Context: an optimization exercise on an open-source flow, tuned for small area, a short achievable clock period and few clock cycles. The choices shown serve that exercise and are no tape-out recipe. At most, simulation tests tie the RTL to the original design; equivalence was not proved. The RTL of run 2 was laid out without a check of its function. Power and IR drop assume default switching activity.

==> design.v <==
`timescale 1ns / 1ps
module ALU #(
    parameter BUS_WIDTH = 64,
    parameter SELECT_WIDTH = 2
) (
    output [BUS_WIDTH-1:0]result,
    output overflow_flag,
    input [BUS_WIDTH-1:0]num1,
    input [BUS_WIDTH-1:0]num2,
    input [SELECT_WIDTH-1:0]operation
);
wire inverted_selection[SELECT_WIDTH-1:0];  
genvar i;
generate
    for (i = 0; i < SELECT_WIDTH; i = i+1) begin
        not(inverted_selection[i], operation[i]);
    end
endgenerate  
wire and_enable, xor_enable;
and(and_enable, operation[1], inverted_selection[0]);
and(xor_enable, operation[1], operation[0]);
wire [BUS_WIDTH-1:0]add_sub_result;
wire sum_overflow;
wire [BUS_WIDTH-1:0]bitwise_and_result;
wire [BUS_WIDTH-1:0]bitwise_xor_result;
adder_subtractor ADD_SUB1(
    .result(add_sub_result),
    .overflow_flag(sum_overflow),
    .num1(num1),
    .num2(num2),
    .mode(operation[0])
);
bitwise_and BITWISE_AND1(
    .result(bitwise_and_result),
    .num1(num1),
    .num2(num2)
);
bitwise_xor BITWISE_XOR1(
    .result(bitwise_xor_result),
    .num1(num1),
    .num2(num2)
);
wire addsub_effective_result[BUS_WIDTH-1:0];
wire bitwise_and_effective_result[BUS_WIDTH-1:0];
wire bitwise_xor_effective_result[BUS_WIDTH-1:0];
generate
    for (i = 0; i < BUS_WIDTH ; i = i + 1) begin
        and(addsub_effective_result[i], add_sub_result[i], inverted_selection[1]);
        and(bitwise_and_effective_result[i], bitwise_and_result[i], and_enable);
        and(bitwise_xor_effective_result[i], bitwise_xor_result[i], xor_enable);
        or(result[i], addsub_effective_result[i], bitwise_and_effective_result[i], bitwise_xor_effective_result[i]);
    end
endgenerate
and(overflow_flag, sum_overflow, inverted_selection[1]);
endmodule
module half_adder (
    output S, C,
    input A, B
);
    xor(S, A, B);
    and(C, A, B);
endmodule
module full_adder (
    output S, C,
    input A, B, Cin
);
    wire S0, C0;
    half_adder ha1(
        .A(A),
        .B(B),
        .S(S0),
        .C(C0)
    );
    wire C1;
    half_adder ha2(
        .A(S0),
        .B(Cin),
        .S(S),
        .C(C1)
    );
    or(C, C0, C1);
endmodule
module adder_subtractor #(
    parameter BUS_WIDTH = 64
) (
    output [BUS_WIDTH-1:0]result,
    output overflow_flag,
    input [BUS_WIDTH-1:0]num1,
    input [BUS_WIDTH-1:0]num2,
    input mode
);
    wire [BUS_WIDTH:0]carry;
    wire [BUS_WIDTH-1:0] num2_effective;
    assign carry[0] = mode;
    genvar i;
    generate
        for (i = 0; i < BUS_WIDTH; i = i + 1) begin
            xor(num2_effective[i], num2[i], mode);
        end
    endgenerate
    generate
        for (i = 0; i <  BUS_WIDTH; i = i + 1) begin
            full_adder FA1(result[i], carry[i+1], num1[i], num2_effective[i], carry[i]);
        end
    endgenerate
    xor(overflow_flag, carry[BUS_WIDTH], carry[BUS_WIDTH-1]);
endmodule
module bitwise_and #(
    parameter BUS_WIDTH = 64
) (
    output [BUS_WIDTH-1:0]result,
    input [BUS_WIDTH-1:0]num1,
    input [BUS_WIDTH-1:0]num2
);
genvar i;
generate
    for(i = 0; i < BUS_WIDTH; i = i + 1) begin
        and(result[i], num1[i], num2[i]);
    end
endgenerate
endmodule
module bitwise_xor #(
    parameter BUS_WIDTH = 64
) (
    output [BUS_WIDTH-1:0]result,
    input [BUS_WIDTH-1:0]num1,
    input [BUS_WIDTH-1:0]num2
);
genvar i;
generate
    for(i = 0; i < BUS_WIDTH; i = i + 1) begin
        xor(result[i], num1[i], num2[i]);
    end
endgenerate
endmodule
`timescale 1ns / 1ps
module control(
    input [3:0] d_srcA, d_srcB, D_icode,
    input [3:0] E_dstM, E_icode,
    input e_cnd,
    input [3:0] M_icode,
    input [1:0] W_stat, m_stat,
    output reg F_stall,
    output reg D_bubble, D_stall,
    output reg E_bubble,
    output reg set_cc,
    output reg M_bubble,
    output reg W_stall
);
reg load_use, ret_in_pipe, mispredict;
always @(*) begin
    load_use = (E_icode == 4'h5 || E_icode == 4'hB) && (E_dstM == d_srcA || E_dstM == d_srcB);
    ret_in_pipe = (D_icode == 4'h9 || E_icode == 4'h9 || M_icode == 4'h9);
    mispredict = (E_icode == 4'h7 && !e_cnd);
    F_stall = load_use || ret_in_pipe;
    D_stall = load_use;
    D_bubble = mispredict || (!load_use && ret_in_pipe);
    E_bubble = mispredict || load_use;
    M_bubble = (m_stat != 0) || (W_stat != 0);
    W_stall = (W_stat != 0);
    set_cc = (E_icode == 4'h6) && (m_stat == 0) && (W_stat == 0);
end
endmodule
`timescale 1ns / 1ps
module pc_update(
    output reg [63:0] f_pc,
    input [3:0] M_icode,
    input [3:0] W_icode,
    input [63:0] M_valA,
    input [63:0] W_valM,
    input [63:0] F_pc_prelim,
    input M_cnd
);
always @(*) begin
    if (M_icode == 4'h7 && !M_cnd) f_pc = M_valA;
    else if (W_icode == 4'h9) f_pc = W_valM;
    else f_pc = F_pc_prelim;
end
endmodule
module fetch #(
    parameter size = 512  
)(
    output reg [3:0] f_icode,
    output reg [3:0] f_ifun,
    output reg [3:0] f_rA,
    output reg [3:0] f_rB,
    output reg [63:0] f_valC,
    output reg [63:0] f_valP,
    input [63:0] f_pc,
    input [79:0] imem_data,
    output reg [63:0] f_predPC,
    output reg [1:0] f_stat
);
    wire [7:0] byte0 = imem_data[7:0];
    wire [7:0] byte1 = imem_data[15:8];
    reg need_regids, need_valC, bad_ifun, bad_regs;
    reg [63:0] len;
    always @(*) begin
        f_icode = byte0[7:4];
        f_ifun = byte0[3:0];
        case (f_icode)
            4'h2, 4'h3, 4'h4, 4'h5, 4'h6, 4'hA, 4'hB: need_regids = 1'b1;
            default: need_regids = 1'b0;
        endcase
        case (f_icode)
            4'h3, 4'h4, 4'h5, 4'h7, 4'h8: need_valC = 1'b1;
            default: need_valC = 1'b0;
        endcase
        case (f_icode)
            4'h2, 4'h7: bad_ifun = (f_ifun > 4'h6);
            4'h6: bad_ifun = (f_ifun > 4'h3);
            4'hC, 4'hD, 4'hE, 4'hF: bad_ifun = 1'b1;
            default: bad_ifun = (f_ifun != 4'h0);
        endcase
        if (need_regids) begin
            f_rA = byte1[7:4];
            f_rB = byte1[3:0];
            f_valC = imem_data[79:16];
        end else begin
            f_rA = 4'hF;
            f_rB = 4'hF;
            f_valC = imem_data[71:8];
        end
        case (f_icode)
            4'h2, 4'h4, 4'h5, 4'h6: bad_regs = (f_rA == 4'hF) || (f_rB == 4'hF);
            4'h3: bad_regs = (f_rA != 4'hF) || (f_rB == 4'hF);
            4'hA, 4'hB: bad_regs = (f_rA == 4'hF) || (f_rB != 4'hF);
            default: bad_regs = 1'b0;
        endcase
        len = 64'd1 + {63'd0, need_regids} + (need_valC ? 64'd8 : 64'd0);
        f_valP = f_pc + len;
        if (f_pc >= size) f_stat = 2'd2;             
        else if (bad_ifun) f_stat = 2'd3;            
        else if (f_valP > size) f_stat = 2'd2;       
        else if (bad_regs) f_stat = 2'd3;
        else if (f_icode == 4'h0) f_stat = 2'd1;     
        else f_stat = 2'd0;
        case (f_icode)
            4'h7, 4'h8: f_predPC = f_valC;
            default: f_predPC = f_valP;
        endcase
    end
endmodule
`timescale 1ns / 1ps
module f_register (
    input clk,
    input rst,
    input F_stall,
    input [63:0] f_predPC,
    output reg [63:0] F_pc_prelim
);
always @(posedge clk) begin
    if (rst) F_pc_prelim <= 64'd0;
    else if (!F_stall) F_pc_prelim <= f_predPC;
end
endmodule
`timescale 1ns / 1ps
module d_register (
    input clk, rst, D_bubble, D_stall,
    input [1:0] f_stat,
    input [3:0] f_icode,
    input [3:0] f_ifun,
    input [3:0] f_rA,
    input [3:0] f_rB,
    input [63:0] f_valC,
    input [63:0] f_valP,
    output reg [1:0] D_stat,
    output reg [3:0] D_icode,
    output reg [3:0] D_ifun,
    output reg [3:0] D_rA,
    output reg [3:0] D_rB,
    output reg [63:0] D_valC,
    output reg [63:0] D_valP
);
    always @(posedge clk) begin
        if (rst || (!D_stall && D_bubble)) begin
            D_stat <= 0;
            D_icode <= 4'h1;
            D_ifun <= 4'h0;
            D_rA <= 4'hF;
            D_rB <= 4'hF;
            D_valC <= 0;
            D_valP <= 0;
        end
        else if (D_stall) begin
        end
        else if (f_stat != 0) begin
            D_stat <= f_stat;
            D_icode <= 4'h0;
            D_ifun <= 4'h0;
            D_rA <= 4'hF;
            D_rB <= 4'hF;
            D_valC <= 0;
            D_valP <= 0;
        end
        else begin
            D_stat <= f_stat;
            D_icode <= f_icode;
            D_ifun <= f_ifun;
            D_rA <= f_rA;
            D_rB <= f_rB;
            D_valC <= f_valC;
            D_valP <= f_valP;
        end
    end
endmodule
`timescale 1ns / 1ps
module e_register(
    input E_bubble,
    input clk,
    input rst,
    input [1:0] d_stat,
    input [3:0] d_icode,
    input [3:0] d_ifun,
    input [63:0] d_valC,
    input [63:0] d_valB,
    input [63:0] d_valA,
    input [3:0] d_dstE,
    input [3:0] d_dstM,
    output reg [1:0] E_stat,
    output reg [3:0] E_icode,
    output reg [3:0] E_ifun,
    output reg [63:0] E_valC,
    output reg [63:0] E_valB,
    output reg [63:0] E_valA,
    output reg [3:0] E_dstE,
    output reg [3:0] E_dstM
);
always @(posedge clk) begin
    if (rst || E_bubble) begin
        E_stat <= 0;
        E_valC <= 0;
        E_valB <= 0;
        E_valA <= 0;
        E_icode <= 4'h1;
        E_ifun <= 4'h0;
        E_dstE <= 4'hF;
        E_dstM <= 4'hF;
    end
    else begin
        E_stat <= d_stat;
        E_valC <= d_valC;
        E_valB <= d_valB;
        E_valA <= d_valA;
        E_icode <= d_icode;
        E_ifun <= d_ifun;
        E_dstE <= d_dstE;
        E_dstM <= d_dstM;
    end
end
endmodule
`timescale 1ns / 1ps
module m_register(
    input clk,
    input rst,
    input M_bubble,
    input [1:0] e_stat,
    input [3:0] e_icode,
    input e_cnd,
    input [63:0] e_valE,
    input [63:0] e_valA,
    input [3:0] e_dstE,
    input [3:0] e_dstM,
    output reg [1:0] M_stat,
    output reg [3:0] M_icode,
    output reg M_cnd,
    output reg [63:0] M_valE,
    output reg [63:0] M_valA,
    output reg [3:0] M_dstE,
    output reg [3:0] M_dstM
);
always @(posedge clk) begin
    if (rst || M_bubble) begin
        M_stat <= 0;
        M_cnd <= 0;
        M_valE <= 0;
        M_valA <= 0;
        M_icode <= 4'h1;
        M_dstE <= 4'hF;
        M_dstM <= 4'hF;
    end
    else begin
        M_stat <= e_stat;
        M_cnd <= e_cnd;
        M_valE <= e_valE;
        M_valA <= e_valA;
        M_icode <= e_icode;
        M_dstE <= e_dstE;
        M_dstM <= e_dstM;
    end
end
endmodule
`timescale 1ns / 1ps
module w_register (
    input clk, rst, W_stall,
    input [1:0] m_stat,
    input [3:0] m_icode,
    input [63:0] m_valE,
    input [63:0] m_valM,
    input [3:0] m_dstE,
    input [3:0] m_dstM,
    output reg [1:0] W_stat,
    output reg [3:0] W_icode,
    output reg [63:0] W_valE,
    output reg [63:0] W_valM,
    output reg [3:0] W_dstE,
    output reg [3:0] W_dstM
);
always @(posedge clk) begin
    if (rst) begin
        W_stat <= 0;
        W_icode <= 4'h1;
        W_valE <= 0;
        W_valM <= 0;
        W_dstE <= 4'hF;
        W_dstM <= 4'hF;
    end
    else if (!W_stall) begin
        W_stat <= m_stat;
        W_icode <= m_icode;
        W_valE <= m_valE;
        W_valM <= m_valM;
        W_dstE <= m_dstE;
        W_dstM <= m_dstM;
    end
end
endmodule
`timescale 1ns / 1ps
module decode_wb(
    input clk,
    input rst,
    input [1:0] D_stat,
    input [3:0] D_icode,
    input [3:0] D_ifun,
    input [3:0] D_rA,
    input [3:0] D_rB,
    input [63:0] D_valC,
    input [63:0] D_valP,
    input [3:0] e_dstE,
    input [63:0] e_valE,
    input [3:0] M_dstE,
    input [63:0] M_valE,
    input [3:0] M_dstM,
    input [63:0] m_valM,
    input [1:0] W_stat,
    input [63:0] W_valE,
    input [63:0] W_valM,
    input [3:0] W_dstE,
    input [3:0] W_dstM,
    input [3:0] dbg_sel,
    output reg [63:0] dbg_val,
    output reg [1:0] d_stat,
    output reg [3:0] d_icode,
    output reg [3:0] d_ifun,
    output reg [63:0] d_valC,
    output reg [63:0] d_valA,
    output reg [63:0] d_valB,
    output reg [3:0] d_dstE,
    output reg [3:0] d_dstM,
    output reg [3:0] d_srcA,
    output reg [3:0] d_srcB
);
    reg [63:0] registers[0:14];
    integer i;
    always @(*) begin
        d_stat = D_stat;
        d_icode = D_icode;
        d_ifun = D_ifun;
        d_valC = D_valC;
        case (d_icode)
            4'h2: begin  
                d_srcA = D_rA;
                d_srcB = 4'hF;
                d_dstE = D_rB;
                d_dstM = 4'hF;
            end
            4'h3: begin  
                d_srcA = 4'hF;
                d_srcB = 4'hF;
                d_dstE = D_rB;
                d_dstM = 4'hF;
            end
            4'h4: begin  
                d_srcA = D_rA;
                d_srcB = D_rB;
                d_dstE = 4'hF;
                d_dstM = 4'hF;
            end
            4'h5: begin  
                d_srcA = 4'hF;
                d_srcB = D_rB;
                d_dstE = 4'hF;
                d_dstM = D_rA;
            end
            4'h6: begin  
                d_srcA = D_rA;
                d_srcB = D_rB;
                d_dstE = D_rB;
                d_dstM = 4'hF;
            end
            4'h8: begin  
                d_srcA = 4'hF;
                d_srcB = 4;
                d_dstE = 4;
                d_dstM = 4'hF;
            end
            4'h9: begin  
                d_srcA = 4;
                d_srcB = 4;
                d_dstE = 4;
                d_dstM = 4'hF;
            end
            4'hA: begin  
                d_srcA = D_rA;
                d_srcB = 4;
                d_dstE = 4;
                d_dstM = 4'hF;
            end
            4'hB: begin  
                d_srcA = 4;
                d_srcB = 4;
                d_dstE = 4;
                d_dstM = D_rA;
            end
            default: begin  
                d_srcA = 4'hF;
                d_srcB = 4'hF;
                d_dstE = 4'hF;
                d_dstM = 4'hF;
            end
        endcase
        d_valA = (d_srcA == 15 ? 64'd0 : registers[d_srcA]);
        d_valB = (d_srcB == 15 ? 64'd0 : registers[d_srcB]);
        if (D_icode == 4'h8 || D_icode == 4'h7) d_valA = D_valP;
        if (d_srcA != 4'hF) begin
            if (e_dstE == d_srcA) d_valA = e_valE;
            else if (M_dstM == d_srcA) d_valA = m_valM;
            else if (M_dstE == d_srcA) d_valA = M_valE;
            else if (W_dstM == d_srcA) d_valA = W_valM;
            else if (W_dstE == d_srcA) d_valA = W_valE;
        end
        if (d_srcB != 4'hF) begin
            if (e_dstE == d_srcB) d_valB = e_valE;
            else if (M_dstM == d_srcB) d_valB = m_valM;
            else if (M_dstE == d_srcB) d_valB = M_valE;
            else if (W_dstM == d_srcB) d_valB = W_valM;
            else if (W_dstE == d_srcB) d_valB = W_valE;
        end
    end
    always @(posedge clk) begin
        if (rst) begin
            for (i = 0; i < 15; i = i + 1) registers[i] <= 64'd0;
        end
        else if (W_stat == 0) begin
            for (i = 0; i < 15; i = i + 1) begin
                if (W_dstM == i) registers[i] <= W_valM;
                else if (W_dstE == i) registers[i] <= W_valE;
            end
        end
    end
    always @(*) begin
        dbg_val = (dbg_sel == 4'hF) ? 64'd0 : registers[dbg_sel];
    end
endmodule
`timescale 1ns / 1ps
module execute (
    output reg [63:0] e_valE,
    output reg e_cnd,
    output reg [63:0] e_valA,
    output reg [3:0] e_dstE, e_dstM, e_icode,
    output reg [1:0] e_stat,
    input clk,
    input rst,
    input [3:0] E_icode,
    input [3:0] E_ifun,
    input [63:0] E_valA,
    input [63:0] E_valB,
    input [63:0] E_valC,
    input [3:0] E_dstE,
    input [3:0] E_dstM,
    input [1:0] E_stat,
    input set_cc
);
    reg zero_flag, sign_flag, overflow_flag;
    wire [63:0] alu_output;
    reg [63:0] num1;
    reg [63:0] num2;
    reg [1:0] operation;
    wire overflow;
    ALU alu1(
        .result(alu_output),
        .overflow_flag(overflow),
        .num1(num1),
        .num2(num2),
        .operation(operation)
    );
    always @(posedge clk) begin
        if (rst) begin
            zero_flag <= 1'b0;
            sign_flag <= 1'b0;
            overflow_flag <= 1'b0;
        end
        else if (E_icode == 4'h6 && set_cc) begin
            zero_flag <= (alu_output == 64'b0);
            sign_flag <= alu_output[63];
            overflow_flag <= overflow;
        end
    end
    always @(*) begin
        num1 = E_valB;
        num2 = E_valC;
        operation = 2'b00;
        case (E_icode)
            4'h2: begin num1 = E_valA; num2 = E_valB; end       
            4'h6: begin num1 = E_valB; num2 = E_valA; operation = E_ifun[1:0]; end  
            4'h8, 4'hA: begin num1 = E_valB; num2 = -64'd8; end  
            4'h9, 4'hB: begin num1 = E_valB; num2 = 64'd8; end   
            default: begin end                                   
        endcase
        e_valE = (E_icode == 4'h3) ? E_valC : alu_output;
        case (E_ifun)
            4'h0: e_cnd = 1'b1;
            4'h1: e_cnd = (sign_flag ^ overflow_flag) | zero_flag;
            4'h2: e_cnd = sign_flag ^ overflow_flag;
            4'h3: e_cnd = zero_flag;
            4'h4: e_cnd = ~zero_flag;
            4'h5: e_cnd = ~(sign_flag ^ overflow_flag);
            4'h6: e_cnd = ~((sign_flag ^ overflow_flag) | zero_flag);
            default: e_cnd = 1'b0;
        endcase
    end
    always @(*) begin
        e_stat = E_stat;
        e_icode = E_icode;
        e_valA = E_valA;
        e_dstM = E_dstM;
        e_dstE = (E_icode == 4'h2 && !e_cnd) ? 4'hF : E_dstE;
    end
endmodule
`timescale 1ns / 1ps
module memory #(
    parameter mem_size = 512
) (
    input [1:0] M_stat,
    input wire [3:0] M_icode,
    input wire [63:0] M_valA,
    input wire [63:0] M_valE,
    input [3:0] M_dstE,
    input [3:0] M_dstM,
    output reg [8:0] dmem_addr,
    output reg dmem_we,
    output reg [63:0] dmem_wdata,
    input [63:0] dmem_rdata,
    output reg [3:0] m_icode,
    output reg [63:0] m_valM,
    output reg [1:0] m_stat,
    output reg [63:0] m_valE,
    output reg [3:0] m_dstE,
    output reg [3:0] m_dstM
);
    reg error, mem_read, mem_write;
    reg [63:0] addr;
    always @(*) begin
        mem_read = (M_icode == 4'h5 || M_icode == 4'h9 || M_icode == 4'hB);
        mem_write = (M_icode == 4'h4 || M_icode == 4'hA || M_icode == 4'h8);
        addr = (M_icode == 4'h9 || M_icode == 4'hB) ? M_valA : M_valE;
        error = (mem_read || mem_write) && (addr > mem_size - 8);
        dmem_addr = addr[8:0];
        dmem_we = mem_write && !error;
        dmem_wdata = M_valA;
        m_valM = dmem_rdata;
        m_stat = error ? 2'd2 : M_stat;
        m_icode = M_icode;
        m_valE = M_valE;
        m_dstE = M_dstE;
        m_dstM = M_dstM;
    end
endmodule
`timescale 1ns / 1ps
module y86_pipe (
    input clk,
    input rst,
    output [8:0] imem_addr,
    input [79:0] imem_data,
    output [8:0] dmem_addr,
    output dmem_we,
    output [63:0] dmem_wdata,
    input [63:0] dmem_rdata,
    output [1:0] stat,
    input [3:0] dbg_sel,
    output [63:0] dbg_val
);
    wire F_stall, D_bubble, D_stall, E_bubble, M_bubble, W_stall, set_cc;
    wire [63:0] F_pc_prelim;
    wire [63:0] f_predPC;
    wire [1:0] f_stat;
    wire [3:0] f_icode, f_ifun, f_rA, f_rB;
    wire [63:0] f_valC, f_valP, f_pc;
    wire [3:0] M_icode, W_icode;
    wire [63:0] M_valA, W_valM;
    wire M_cnd;
    wire [1:0] D_stat;
    wire [3:0] D_icode, D_ifun, D_rA, D_rB;
    wire [63:0] D_valC, D_valP;
    wire [1:0] d_stat;
    wire [3:0] d_icode, d_ifun;
    wire [63:0] d_valC, d_valB, d_valA;
    wire [3:0] d_dstE, d_dstM, d_srcA, d_srcB;
    wire [1:0] E_stat;
    wire [3:0] E_icode, E_ifun;
    wire [63:0] E_valC, E_valB, E_valA;
    wire [3:0] E_dstE, E_dstM;
    wire [1:0] e_stat;
    wire [3:0] e_icode;
    wire e_cnd;
    wire [63:0] e_valE, e_valA;
    wire [3:0] e_dstE, e_dstM;
    wire [1:0] M_stat;
    wire [63:0] M_valE;
    wire [3:0] M_dstE, M_dstM;
    wire [1:0] m_stat;
    wire [3:0] m_icode;
    wire [63:0] m_valE, m_valM;
    wire [3:0] m_dstE, m_dstM;
    wire [1:0] W_stat;
    wire [63:0] W_valE;
    wire [3:0] W_dstE, W_dstM;
    assign imem_addr = f_pc[8:0];
    assign stat = W_stat;
    control control(
        .d_srcA(d_srcA), .d_srcB(d_srcB), .D_icode(D_icode),
        .E_dstM(E_dstM), .E_icode(E_icode),
        .e_cnd(e_cnd),
        .M_icode(M_icode),
        .W_stat(W_stat), .m_stat(m_stat),
        .F_stall(F_stall),
        .D_bubble(D_bubble), .D_stall(D_stall),
        .E_bubble(E_bubble),
        .set_cc(set_cc),
        .M_bubble(M_bubble),
        .W_stall(W_stall)
    );
    f_register f_register(
        .clk(clk), .rst(rst),
        .F_stall(F_stall),
        .f_predPC(f_predPC),
        .F_pc_prelim(F_pc_prelim)
    );
    pc_update pc_update(
        .f_pc(f_pc),
        .M_icode(M_icode),
        .W_icode(W_icode),
        .M_valA(M_valA),
        .W_valM(W_valM),
        .M_cnd(M_cnd),
        .F_pc_prelim(F_pc_prelim)
    );
    fetch fetch(
        .f_icode(f_icode),
        .f_ifun(f_ifun),
        .f_rA(f_rA),
        .f_rB(f_rB),
        .f_valC(f_valC),
        .f_valP(f_valP),
        .f_pc(f_pc),
        .imem_data(imem_data),
        .f_predPC(f_predPC),
        .f_stat(f_stat)
    );
    d_register d_register(
        .clk(clk), .rst(rst), .D_bubble(D_bubble), .D_stall(D_stall),
        .f_stat(f_stat), .f_icode(f_icode), .f_ifun(f_ifun),
        .f_rA(f_rA), .f_rB(f_rB), .f_valC(f_valC), .f_valP(f_valP),
        .D_stat(D_stat), .D_icode(D_icode), .D_ifun(D_ifun),
        .D_rA(D_rA), .D_rB(D_rB), .D_valC(D_valC), .D_valP(D_valP)
    );
    decode_wb decode_wb(
        .clk(clk), .rst(rst),
        .D_stat(D_stat), .D_icode(D_icode), .D_ifun(D_ifun),
        .D_rA(D_rA), .D_rB(D_rB), .D_valC(D_valC), .D_valP(D_valP),
        .e_dstE(e_dstE), .e_valE(e_valE),
        .M_dstE(M_dstE), .M_valE(M_valE),
        .M_dstM(M_dstM), .m_valM(m_valM),
        .W_stat(W_stat), .W_valE(W_valE), .W_valM(W_valM),
        .W_dstE(W_dstE), .W_dstM(W_dstM),
        .dbg_sel(dbg_sel), .dbg_val(dbg_val),
        .d_stat(d_stat), .d_icode(d_icode), .d_ifun(d_ifun),
        .d_valC(d_valC), .d_valA(d_valA), .d_valB(d_valB),
        .d_dstE(d_dstE), .d_dstM(d_dstM),
        .d_srcA(d_srcA), .d_srcB(d_srcB)
    );
    e_register e_register(
        .E_bubble(E_bubble), .clk(clk), .rst(rst),
        .d_stat(d_stat), .d_icode(d_icode), .d_ifun(d_ifun),
        .d_valC(d_valC), .d_valB(d_valB), .d_valA(d_valA),
        .d_dstE(d_dstE), .d_dstM(d_dstM),
        .E_stat(E_stat), .E_icode(E_icode), .E_ifun(E_ifun),
        .E_valC(E_valC), .E_valB(E_valB), .E_valA(E_valA),
        .E_dstE(E_dstE), .E_dstM(E_dstM)
    );
    execute execute(
        .e_valE(e_valE), .e_cnd(e_cnd),
        .e_valA(e_valA),
        .e_dstE(e_dstE), .e_dstM(e_dstM), .e_icode(e_icode),
        .e_stat(e_stat),
        .clk(clk), .rst(rst),
        .E_icode(E_icode), .E_ifun(E_ifun),
        .E_valA(E_valA), .E_valB(E_valB), .E_valC(E_valC),
        .E_dstE(E_dstE), .E_dstM(E_dstM), .E_stat(E_stat),
        .set_cc(set_cc)
    );
    m_register m_register(
        .clk(clk), .rst(rst), .M_bubble(M_bubble),
        .e_stat(e_stat), .e_icode(e_icode), .e_cnd(e_cnd),
        .e_valE(e_valE), .e_valA(e_valA),
        .e_dstE(e_dstE), .e_dstM(e_dstM),
        .M_stat(M_stat), .M_icode(M_icode), .M_cnd(M_cnd),
        .M_valE(M_valE), .M_valA(M_valA),
        .M_dstE(M_dstE), .M_dstM(M_dstM)
    );
    memory memory(
        .M_stat(M_stat), .M_icode(M_icode),
        .M_valA(M_valA), .M_valE(M_valE),
        .M_dstE(M_dstE), .M_dstM(M_dstM),
        .dmem_addr(dmem_addr), .dmem_we(dmem_we),
        .dmem_wdata(dmem_wdata), .dmem_rdata(dmem_rdata),
        .m_icode(m_icode), .m_valM(m_valM), .m_stat(m_stat),
        .m_valE(m_valE), .m_dstE(m_dstE), .m_dstM(m_dstM)
    );
    w_register w_register(
        .clk(clk), .rst(rst), .W_stall(W_stall),
        .m_stat(m_stat), .m_icode(m_icode),
        .m_valE(m_valE), .m_valM(m_valM),
        .m_dstE(m_dstE), .m_dstM(m_dstM),
        .W_stat(W_stat), .W_icode(W_icode),
        .W_valE(W_valE), .W_valM(W_valM),
        .W_dstE(W_dstE), .W_dstM(W_dstM)
    );
endmodule
==> run.sh <==
#!/bin/bash
# synth_recipe.tcl (not shown) runs the flow's synth.tcl, then flattens the netlist and writes it again
# the make line also repeats each setting of config.mk as NAME=value (left out here)
make -C /OpenROAD-flow-scripts/flow DESIGN_CONFIG=/design/flow/config.mk WORK_HOME=/design/flow/orfs CLKGATE_MAP_FILE= SYNTH_SCRIPT=/design/flow/synth_recipe.tcl finish
==> config.mk <==
export PLATFORM = sky130hd
export DESIGN_NAME = y86_pipe
export DESIGN_NICKNAME = y86_pipe
export VERILOG_FILES = /design/flow/design.v
export SDC_FILE = /design/flow/constraint.sdc
export NUM_CORES = 8
export LEC_CHECK = 0
export CAP_MARGIN = 20
export CORE_MARGIN = 2
export CORE_UTILIZATION = 40
export SLEW_MARGIN = 20
==> constraint.sdc <==
create_clock -name core_clock -period 30.0 [get_ports {clk}]
set_input_delay 6.0000 -clock core_clock [delete_from_list [all_inputs] [get_ports {clk}]]
set_output_delay 6.0000 -clock core_clock [all_outputs]
set_load 0.01 [all_outputs]
==> flow_metrics.tcl, run 1 <==
set metrics [dict create \
    hpwl_um 355000 \
    setup_viol 0 \
    firstDrtPassIters 22 \
    cts_buffer_depth 3 \
    syn_area_um2 100000 \
    finalMaxSlewViolations 0 \
    instances_no_fill 15100 \
    crit_path_frequent_cell "fa_2" \
    die_y_um 504 \
    placed_cells 14700 \
    maxSlewHeadroom 0.0572 \
    htree_levels 4 \
    grt_max_degree 200 \
    ios 299 \
    cts_num_sinks 1668 \
    p_comb_frac 0.099 \
    cap_violations 0 \
    path_max_fanout 4 \
    nFillCells 24300 \
    worstMarginPinSlew_ps 1410 \
    worstPathRequired_ps 30790 \
    final_hold_viol_count 0 \
    p_switching_mw 1.50 \
    async_flop_share 0 \
    drc 0 \
    synth-warning-count 13 \
    avgViaCountPerCell 7.50 \
    critPathMaxStageDelay_ps 490 \
    gr-total-overflow 0 \
    hold_slack_ps 422 \
    synth_area_per_cell_um2 8.21 \
    total_power_mw 5.27 \
    synth_fa_ha_area_frac 0.0212 \
    min_period_ps 29270 \
    powerDensity_nw_per_um2 46.9 \
    place_congestion 1.01 \
    crit_path_end_kind "register" \
    startpoint_type "register" \
    synthCells 12200 \
    start_util 0.402 \
    synth_seq_cells 1668 \
    root_buffer "clkbuf_16" \
    synth_simple_gate_area_share 0.158 \
    clk-insertion-delay-late_ps 910 \
    critPathKind "reg -> reg" \
    grt_use_total 0.441 \
    layout_commonest_cell "dfxtp_1" \
    fin_worst_skew_ps 48.9 \
    dieArea_um2 254000 \
    synthXorXnorAreaFrac 0.0155 \
    seqPwrFrac 0.438 \
    yosysUniqueCellTypes 95 \
    cp_slowest_cell "fa_1" \
    max_freq_ghz 0.0342 \
    rsz0062_at_grt "no" \
    swShare 0.284 \
    fp.coreArea_um2 249000 \
    antenna_found_initial 60 \
    synth-edff-count 0 \
    drtIter0Drc 25300 \
    nets 11800 \
    synthFlopType "dfxtp_1" \
    status "no timing/DRC/antenna violations" \
    layout_common_cells "1,664 x dfxtp_1, 1,328 x nor2_1, 1,174 x mux2i_1" \
    area_growth_pct 12.2 \
    intPower_mw 3.77 \
    synth-compound-area-share 0.285 \
    cts_buffers 187 \
    grt_pass1_vias 103000 \
    muxShareOfSynthArea 0.128 \
    cts_tree "yes" \
    hp-class "reg -> reg" \
    leakage_nw 35.6 \
    wl_per_cell_um 39.3 \
    synth_top_family_by_area "compound AO/OA/AOI/OAI gates" \
    finalCritPeriodShare 0.976 \
    layout-drive-gt1-share 0.0943 \
    ant_nets 0 \
    cts_hold_buf 0 \
    totalWireLength_um 594000 \
    die_w_um 504 \
    synth_nets 12500 \
    vias 113000 \
    port_buffers 298 \
    seq_area_frac_synth 0.334 \
    path_clk_slew_ps 70 \
    clkPwrFrac 0.463 \
    num_rows 183 \
    grt_pass1_wl_um 818000 \
    cp_data_arrival_time_ps 30060 \
    irDropWorstVdd_mv 0.0634 \
]
==> cells in the mapped netlist, drive strengths merged (237+ instances only) <==
cell | count | area [um2]
a211oi | 1062 | 7970
a21oi | 586 | 2930
a222oi | 318 | 3180
a22oi | 740 | 5560
and2 | 241 | 1510
buf | 237 | 1010
clkbuf | 1232 | 4620
dfxtp | 1668 | 33400
mux2i | 1176 | 11800
nand2 | 1035 | 3890
nand3 | 322 | 1610
nor2 | 1365 | 5130
o21ai | 332 | 1670
==> power groups by stage <==
stage / Clock [mW] / Combinational [mW] / Sequential [mW]
after floorplan: 0 / 0.260 / 2.33
after CTS: 2.43 / 0.486 / 2.30
after global routing: 2.51 / 0.521 / 2.31
after global placement: 0 / 0.478 / 2.35
after detailed placement: 0 / 0.485 / 2.35
final: 2.44 / 0.521 / 2.30
==> routing by layer <==
layer  track usage  wire length [um]  part of all wire
met4         0.300             56600             0.095
met3         0.218            100000              0.17
met5        0.0282              1480            0.0025
met2         0.587            222000              0.37
met1         0.548            213000              0.36
==> state kept, by name, summed over array words and instances (netlist names), 64 cells and up <==
register,cells
decode_wb.registers,960
d_register.D_valC,64
d_register.D_valP,64
e_register.E_valA,64
e_register.E_valB,64
e_register.E_valC,64
f_register.F_pc_prelim,64
m_register.M_valA,64
m_register.M_valE,64
w_register.W_valE,64
w_register.W_valM,64
==> cell families (layout without fill, tap and decap cells) <==
logic type	count (synthesis)	in the layout
AOI/OAI and AO/OA	3889	3889
and+or+nand+nor	3541	3541
DFF	1668	1668
buffers and inverters	1504	1036
muxes	1270	1270
xor gates and xnor gates	177	177
adders and majority gates	131	131
other	0	62
==> stage by stage <==
| step | util | TNS [ps] | area [um2] | setup WS [ps] |
|---|---|---|---|---|
| 3_5_place_dp | 0.424 | -5730 | 105000 | -1270 |
| 2_1_floorplan | - | 0 | 100000 | 33.6 |
| 6_report | 0.451 | 0 | 112000 | 731 |
| 5_1_grt | 0.451 | 0 | 112000 | 39.6 |
| 3_3_place_gp | 0.424 | -6020 | 105000 | -1350 |
| 4_1_cts | 0.450 | 0 | 112000 | 9.66 |
==> worst max-delay path, delay by kind of cell (launching register included) <==
kind	cells	cell delay [ps]
compound gates	3	410
xor+xnor	1	210
fa+ha+maj	63	26440
buf+inv	2	240
flops	1	360
simple gates	7	1530
==> cell type report <==
| type | count | area, um2 | area share |
|---|---|---|---|
| multi-input combinational | 9008 | 61900 | 0.552 |
| timing repair buffer | 659 | 6150 | 0.0548 |
| antenna | 62 | 155 | 0.00138 |
| clock inverter | 77 | 885 | 0.00788 |
| inverter | 35 | 131 | 0.00117 |
| sequential | 1668 | 33400 | 0.298 |
| tap | 3330 | 4170 | 0.0371 |
| clock buffer | 265 | 5420 | 0.0483 |
==> what timing repair did <==
action                     4_1_cts  5_1_grt
cloned                           0        0
setup buffers                    0        2
gates resized for setup         21       15
pin swaps                        4        8
setup endpoints to repair       11        6
==> worst paths after layout <==
path	startpoint	cells after the start	slack, ps	endpoint
worst max register to register	e_register.E_icode[3]$_SDFF_PP0_	76	730	execute.zero_flag$_SDFFE_PP0P_
worst min-delay path	e_register.E_stat[1]$_SDFF_PP0_	1	420	m_register.M_stat[1]$_SDFF_PP0_
worst max-delay path	e_register.E_icode[3]$_SDFF_PP0_	76	730	execute.zero_flag$_SDFFE_PP0P_
worst min register to register	e_register.E_stat[1]$_SDFF_PP0_	1	420	m_register.M_stat[1]$_SDFF_PP0_
Testbench counts, summed over its fixed seeds: cycles 173,496.
==> run 2: changes to the inputs <==
==> design.v (replaced) <==
`timescale 1ns / 1ps
module y86_pipe (
    input clk,
    input rst,
    output [8:0] imem_addr,
    input [79:0] imem_data,
    output [8:0] dmem_addr,
    output dmem_we,
    output [63:0] dmem_wdata,
    input [63:0] dmem_rdata,
    output [1:0] stat,
    input [3:0] dbg_sel,
    output [63:0] dbg_val
);
    reg [8:0] pc;           
    reg pc_hi;              
    reg [63:0] R [0:14];    
    reg zf, sf, of;         
    reg [1:0] st;           
    wire [7:0] b0 = imem_data[7:0];
    wire [3:0] icode = b0[7:4];
    wire [3:0] ifun = b0[3:0];
    wire [3:0] rA = imem_data[15:12];
    wire [3:0] rB = imem_data[11:8];
    wire i_halt  = icode == 4'h0;
    wire i_cmov  = icode == 4'h2;
    wire i_irmov = icode == 4'h3;
    wire i_rmmov = icode == 4'h4;
    wire i_mrmov = icode == 4'h5;
    wire i_op    = icode == 4'h6;
    wire i_jxx   = icode == 4'h7;
    wire i_call  = icode == 4'h8;
    wire i_ret   = icode == 4'h9;
    wire i_push  = icode == 4'hA;
    wire i_pop   = icode == 4'hB;
    reg need_regids, need_valC, bad_ifun, bad_regs;
    always @(*) begin
        case (icode)
            4'h2, 4'h3, 4'h4, 4'h5, 4'h6, 4'hA, 4'hB: need_regids = 1'b1;
            default: need_regids = 1'b0;
        endcase
        case (icode)
            4'h3, 4'h4, 4'h5, 4'h7, 4'h8: need_valC = 1'b1;
            default: need_valC = 1'b0;
        endcase
        case (icode)
            4'h2, 4'h7: bad_ifun = (ifun > 4'h6);
            4'h6: bad_ifun = (ifun > 4'h3);
            4'hC, 4'hD, 4'hE, 4'hF: bad_ifun = 1'b1;
            default: bad_ifun = (ifun != 4'h0);
        endcase
        case (icode)
            4'h2, 4'h4, 4'h5, 4'h6: bad_regs = (rA == 4'hF) || (rB == 4'hF);
            4'h3: bad_regs = (rA != 4'hF) || (rB == 4'hF);
            4'hA, 4'hB: bad_regs = (rA == 4'hF) || (rB != 4'hF);
            default: bad_regs = 1'b0;
        endcase
    end
    wire [63:0] valC = need_regids ? imem_data[79:16] : imem_data[71:8];
    wire [3:0] len = 4'd1 + {3'd0, need_regids} + {need_valC, 3'd0};
    wire [9:0] valP = {1'b0, pc} + {6'd0, len};
    reg [1:0] f_stat;
    always @(*) begin
        if (pc_hi) f_stat = 2'd2;
        else if (bad_ifun) f_stat = 2'd3;
        else if (valP > 10'd512) f_stat = 2'd2;
        else if (bad_regs) f_stat = 2'd3;
        else if (i_halt) f_stat = 2'd1;
        else f_stat = 2'd0;
    end
    wire halt_now = !pc_hi && (b0 == 8'h00);
    wire stopped = (st != 2'd0);
    wire [3:0] idxA = (stopped || halt_now) ? dbg_sel : rA;
    wire [63:0] valA = (idxA == 4'hF) ? 64'd0 : R[idxA];
    wire [63:0] valB = (rB == 4'hF) ? 64'd0 : R[rB];
    wire [63:0] rsp = R[4];
    assign dbg_val = valA;
    reg cnd;
    always @(*) begin
        case (ifun)
            4'h0: cnd = 1'b1;
            4'h1: cnd = (sf ^ of) | zf;
            4'h2: cnd = sf ^ of;
            4'h3: cnd = zf;
            4'h4: cnd = ~zf;
            4'h5: cnd = ~(sf ^ of);
            4'h6: cnd = ~((sf ^ of) | zf);
            default: cnd = 1'b0;
        endcase
    end
    wire sub = ifun[0];
    wire [63:0] opB = valA ^ {64{sub}};
    wire [64:0] sum = {1'b0, valB} + {1'b0, opB} + {64'd0, sub};
    wire [63:0] arith = sum[63:0];
    wire arith_of = (valB[63] == opB[63]) && (arith[63] != valB[63]);
    reg [63:0] alu;
    always @(*) begin
        case (ifun[1:0])
            2'd2: alu = valB & valA;
            2'd3: alu = valB ^ valA;
            default: alu = arith;
        endcase
    end
    wire alu_of = ~ifun[1] & arith_of;
    wire [9:0] am = {1'b0, valB[8:0]} + {1'b0, valC[8:0]};
    wire [63:9] ax = valB[63:9] ^ valC[63:9];
    wire [63:9] ao = valB[63:9] | valC[63:9];
    wire am_hi_zero = (ax[9] == am[9]) && ((ax[63:10] ^ ao[62:9]) == 54'd0);
    wire am_ok = am_hi_zero && !(am[8:3] == 6'h3F && am[2:0] != 3'd0);
    wire [63:0] rsp_dec = rsp - 64'd8;
    wire [63:0] rsp_inc = rsp + 64'd8;
    wire dec_ok = (rsp >= 64'd8) && (rsp <= 64'd512);
    wire inc_ok = (rsp <= 64'd504);
    reg mem_err;
    always @(*) begin
        case (icode)
            4'h4, 4'h5: mem_err = !am_ok;
            4'h8, 4'hA: mem_err = !dec_ok;
            4'h9, 4'hB: mem_err = !inc_ok;
            default: mem_err = 1'b0;
        endcase
    end
    wire go = !stopped && (f_stat == 2'd0);    
    wire exec = go && !mem_err;
    assign imem_addr = pc;
    assign dmem_addr = (i_rmmov | i_mrmov) ? am[8:0] : (i_push | i_call) ? rsp_dec[8:0] : rsp[8:0];
    assign dmem_we = exec && (i_rmmov | i_push | i_call);
    assign dmem_wdata = i_call ? {54'd0, valP} : valA;
    assign stat = stopped ? st : {1'b0, halt_now};
    wire [63:0] valE = i_op ? alu : i_irmov ? valC : valA;
    wire wE = (i_cmov & cnd) | i_irmov | i_op;    
    wire wM = i_mrmov | i_pop;                     
    wire [63:0] wdata = wM ? dmem_rdata : valE;
    integer i;
    always @(posedge clk) begin
        for (i = 0; i < 15; i = i + 1) begin
            if (i != 4) begin
                if (rst) R[i] <= 64'd0;
                else if (exec && ((wE && rB == i) || (wM && rA == i))) R[i] <= wdata;
            end
        end
        if (rst) R[4] <= 64'd0;
        else if (exec) begin
            if (wM && rA == 4'd4) R[4] <= dmem_rdata;
            else if (i_push | i_call) R[4] <= rsp_dec;
            else if (i_pop | i_ret) R[4] <= rsp_inc;
            else if (wE && rB == 4'd4) R[4] <= valE;
        end
    end
    always @(posedge clk) begin
        if (rst) begin
            pc <= 9'd0;
            pc_hi <= 1'b0;
            zf <= 1'b0; sf <= 1'b0; of <= 1'b0;
            st <= 2'd0;
        end else begin
            if (!stopped) begin
                if (f_stat != 2'd0) st <= f_stat;
                else if (mem_err) st <= 2'd2;
            end
            if (exec) begin
                if (i_op) begin
                    zf <= (alu == 64'd0);
                    sf <= alu[63];
                    of <= alu_of;
                end
                if ((i_jxx & cnd) | i_call) begin
                    pc <= valC[8:0];
                    pc_hi <= |valC[63:9];
                end else if (i_ret) begin
                    pc <= dmem_rdata[8:0];
                    pc_hi <= |dmem_rdata[63:9];
                end else begin
                    pc <= valP[8:0];
                    pc_hi <= valP[9];
                end
            end
        end
    end
endmodule
==> run 2 against run 1 <==
Clock-buffer cell count shrank 119. Critical endpoint is now dmem_we. Critical path type is now in -> out. Routed wire length shrank 36%. Worst setup slack gained 8800 ps. Worst hold slack gained 48 ps. Core utilization grew 0.65 points. Final cell count shrank 32%. Maximum frequency grew 43%. Critical path depth shrank 56. Die area shrank 38%. Sequential share of layout area shrank 2.0 points. Combinational power grew 72%. Total power shrank 31%.
==> flow_metrics.tcl, run 2 <==
set metrics [dict create \
    startpoint_type "input pin" \
    synth_top_family_by_area "compound AO/OA/AOI/OAI gates" \
    nFillCells 15500 \
    async_flop_share 0 \
    totalWireLength_um 381000 \
    cts_resized 0 \
    reg2reg_to "zf$_SDFFE_PP0P_" \
    antenna_found_initial 21 \
    hp-class "reg -> reg" \
    crit_path_end_kind "primary output" \
    seq_area_frac_synth 0.317 \
    placed_cells 10100 \
    min_period_ps 20470 \
    fin_worst_skew_ps 76.1 \
    synth-compound-area-share 0.301 \
    path_max_fanout 37 \
    synthTopCellsByCount "1,568 x nand2_1, 975 x dfxtp_1, 912 x a21oi_1" \
    whs_endpoint "of$_SDFFE_PP0P_" \
    synth_simple_gate_area_share 0.215 \
    max_freq_ghz 0.0488 \
    synth_area_per_cell_um2 7.43 \
    worst_r2r_path_depth 27 \
    final_hold_viol_count 0 \
    start_util 0.402 \
    hp-start "of$_SDFFE_PP0P_" \
    finalMaxSlewViolations 0 \
    syn_area_um2 61600 \
    ff_latch_area_um2 19500 \
    worstPathRequired_ps 24000 \
    hpwl_um 252000 \
    synth_fa_ha_area_frac 0.0406 \
    cts_hold_buf 0 \
    drc 0 \
    finalCritPeriodShare 0.682 \
    synth-edff-count 0 \
    area_growth_pct 14.0 \
    port_buffers 298 \
    layout_common_cells "1,555 x nand2_1, 975 x dfxtp_1, 900 x a21oi_1" \
    total_power_mw 3.61 \
    r2r_slack_ps 17330 \
    synth-warning-count 2 \
    drtIter0Drc 13900 \
    leakage_nw 24.2 \
    htree_levels 3 \
    yosysUniqueCellTypes 101 \
    tns_ps 0 \
    cts_setup_buffers 0 \
    die_y_um 397 \
    firstDrtPassIters 13 \
    grt_use_total 0.460 \
    grt_max_degree 228 \
    muxShareOfSynthArea 0.0326 \
    fp.coreArea_um2 154000 \
    root_buffer "clkbuf_16" \
    synth_nets 8649 \
    die_w_um 397 \
    gr-total-overflow 0 \
    grt_pass1_wl_um 517000 \
    synth_seq_cells 975 \
    nets 8515 \
    reg.largest.list "R: 960 flops, pc: 9 flops, st: 2 flops" \
    cts_tree "yes" \
    setup_slack_ps 9530 \
    design_area_um2 70300 \
    wl_per_cell_um 36.9 \
    layout-drive-gt1-share 0.0889 \
    avgViaCountPerCell 7.01 \
    rsz0062_at_grt "no" \
    largest_register_ffs 960 \
    synthTopCellsByArea "dfxtp_1 32%, nand2_1 9.5%, a21oi_1 7.4%" \
    status "no timing/DRC/antenna violations" \
    synth_top_area_share 0.317 \
    cts_buffer_depth 3 \
    post-place-ws_ps 10060 \
    r2r-start "pc_hi$_SDFFE_PP0P_" \
    min_path_cells 2 \
    cts_num_sinks 975 \
    powerDensity_nw_per_um2 51.4 \
    instances_no_fill 10300 \
    vias 72300 \
    clk-insertion-delay-late_ps 780 \
    maxSlewHeadroom 0.136 \
    dieArea_um2 157000 \
    irDropWorstVdd_mv 0.0486 \
    synth_top_area_cell "dfxtp_1" \
    cap_violations 0 \
    synthFlopType "dfxtp_1" \
    synthCells 8301 \
    dpl-instance-area_um2 66500 \
    layout_commonest_cell "nand2_1" \
    num_rows 144 \
    yosysMostFrequentCell "nand2_1" \
    synthXorXnorAreaFrac 0.0331 \
    critPathKind "in -> out" \
    ant_nets 0 \
    worstMarginPinSlew_ps 1300 \
    path_clk_slew_ps 60 \
    cp_data_arrival_time_ps 14470 \
    multiInputGateArea_um2 38900 \
    setup_viol 0 \
    place_congestion 1.06 \
    regMostFlops "R" \
    cts_buffers 104 \
    grt_pass1_vias 65400 \
    ios 299 \
]
## run 2: cell types whose count changed after synthesis, sizes merged, moves of 96 or more
cell    change
a211oi    -810
a222oi    -245
mux2i    -1028
inv       +106
dfxtp     -693
ha        +128
and2      -204
nand3      -96
a21oi     +331
a22oi     -146
o31ai     -106
clkbuf    -651
nand2     +533
nor2      -750
## run 2: worst max path at each step
stage / end / startpoint / slack [ps]
after floorplan: dmem_we / imem_data[7] / 12440
after global placement: dmem_we / imem_data[8] / 10110
after detailed placement: dmem_we / imem_data[8] / 10060
after CTS: dmem_we / imem_data[8] / 10050
after global routing: dmem_we / imem_data[8] / 9710
final: dmem_we / imem_data[8] / 9530
## run 2: metal layers
layer,GRT usage,routed length [um],vias to the layer above
li1,-,-,30000
met1,0.567,137000,33900
met2,0.639,149000,6444
met3,0.196,61000,1843
met4,0.324,33600,24
met5,0.00739,418,-
## run 2: through the flow
stage	hold slack (ps)	util
2_1_floorplan	444	-
3_3_place_gp	453	0.433
6_report	470	0.458
3_5_place_dp	457	0.433
4_1_cts	465	0.457
5_1_grt	483	0.458
## run 2: cell families (layout without fill, tap and decap cells)
group / count (synthesis) / in the layout
AO/OA/AOI/OAI: 2741 / 2741
adder cells (fa/ha/maj): 198 / 198
multiplexers: 193 / 193
AND/OR/NAND/NOR: 3023 / 3023
buffers and inverters: 939 / 893
other: 0 / 7
flip-flops: 975 / 975
XOR/XNOR: 232 / 232
## run 2: critical path, cell delays in order
cell and delay, ps:
clkdlybuf4s50_1 1120, nand2b_1 620, nor2_4 220, buf_4 490, buf_4 810, a22oi_1 140, nand4_1 150, o221a_2 460
inv_1 100, ha_1 290, xor2_1 520, nand4_1 390, nor4_1 580, nand4_1 350, o21a_1 290, a211oi_1 160
buf_4 220, and2_2 170, nor3b_1 590, clkdlybuf4s50_1 670
## run 2: power breakdown
group / switching [mW] / internal (mW)
registers: 0.000763 / 1.29
clock network: 0.611 / 0.811
logic: 0.646 / 0.251
total: 1.26 / 2.36
## run 2: cell type report
type                    instances  share of cell area
clock buffers                 146              0.0426
inverters                     142             0.00762
repair buffers                557              0.0714
well taps                    2044              0.0364
multi-input cells            6387               0.554
clock inverters                48             0.00983
flip-flops and latches        975               0.278
diodes                          7            0.000249

-- afterwards: timing with drivers on the ports --
The flow's constraints put no driver on any port. The routed layouts listed below were extracted and timed again, unchanged, in two steps. Step 1 sets driving cells, clkbuf_16 on the clock port and buf_2 on the other inputs (assumed; they add their load-dependent delay and slew). Step 2 times the ports against the registers' clock, not the clock port: input delays grow and output delays shrink by t, the midpoint of the rising clock arrivals with the driver on. Three values: ideal, step 1, step 2; two values: the first two.
| run | t, ns | slack for setup (ns) | worst slew at a driven data input, ns | pins driven straight from the clock port |
|---|---|---|---|---|
| run 1 | 0.985 | 0.731 / 0.731 / 0.731 | 0.15 | 1 |
| run 2 | 0.819 | 9.529 / 9.507 / 9.507 | 0.10 | 1 |
After both steps setup and hold are still met in every run listed. The setup slack of run 2, which loses most, moves by -0.022 ns with the drivers and by -0.022 ns with both steps.
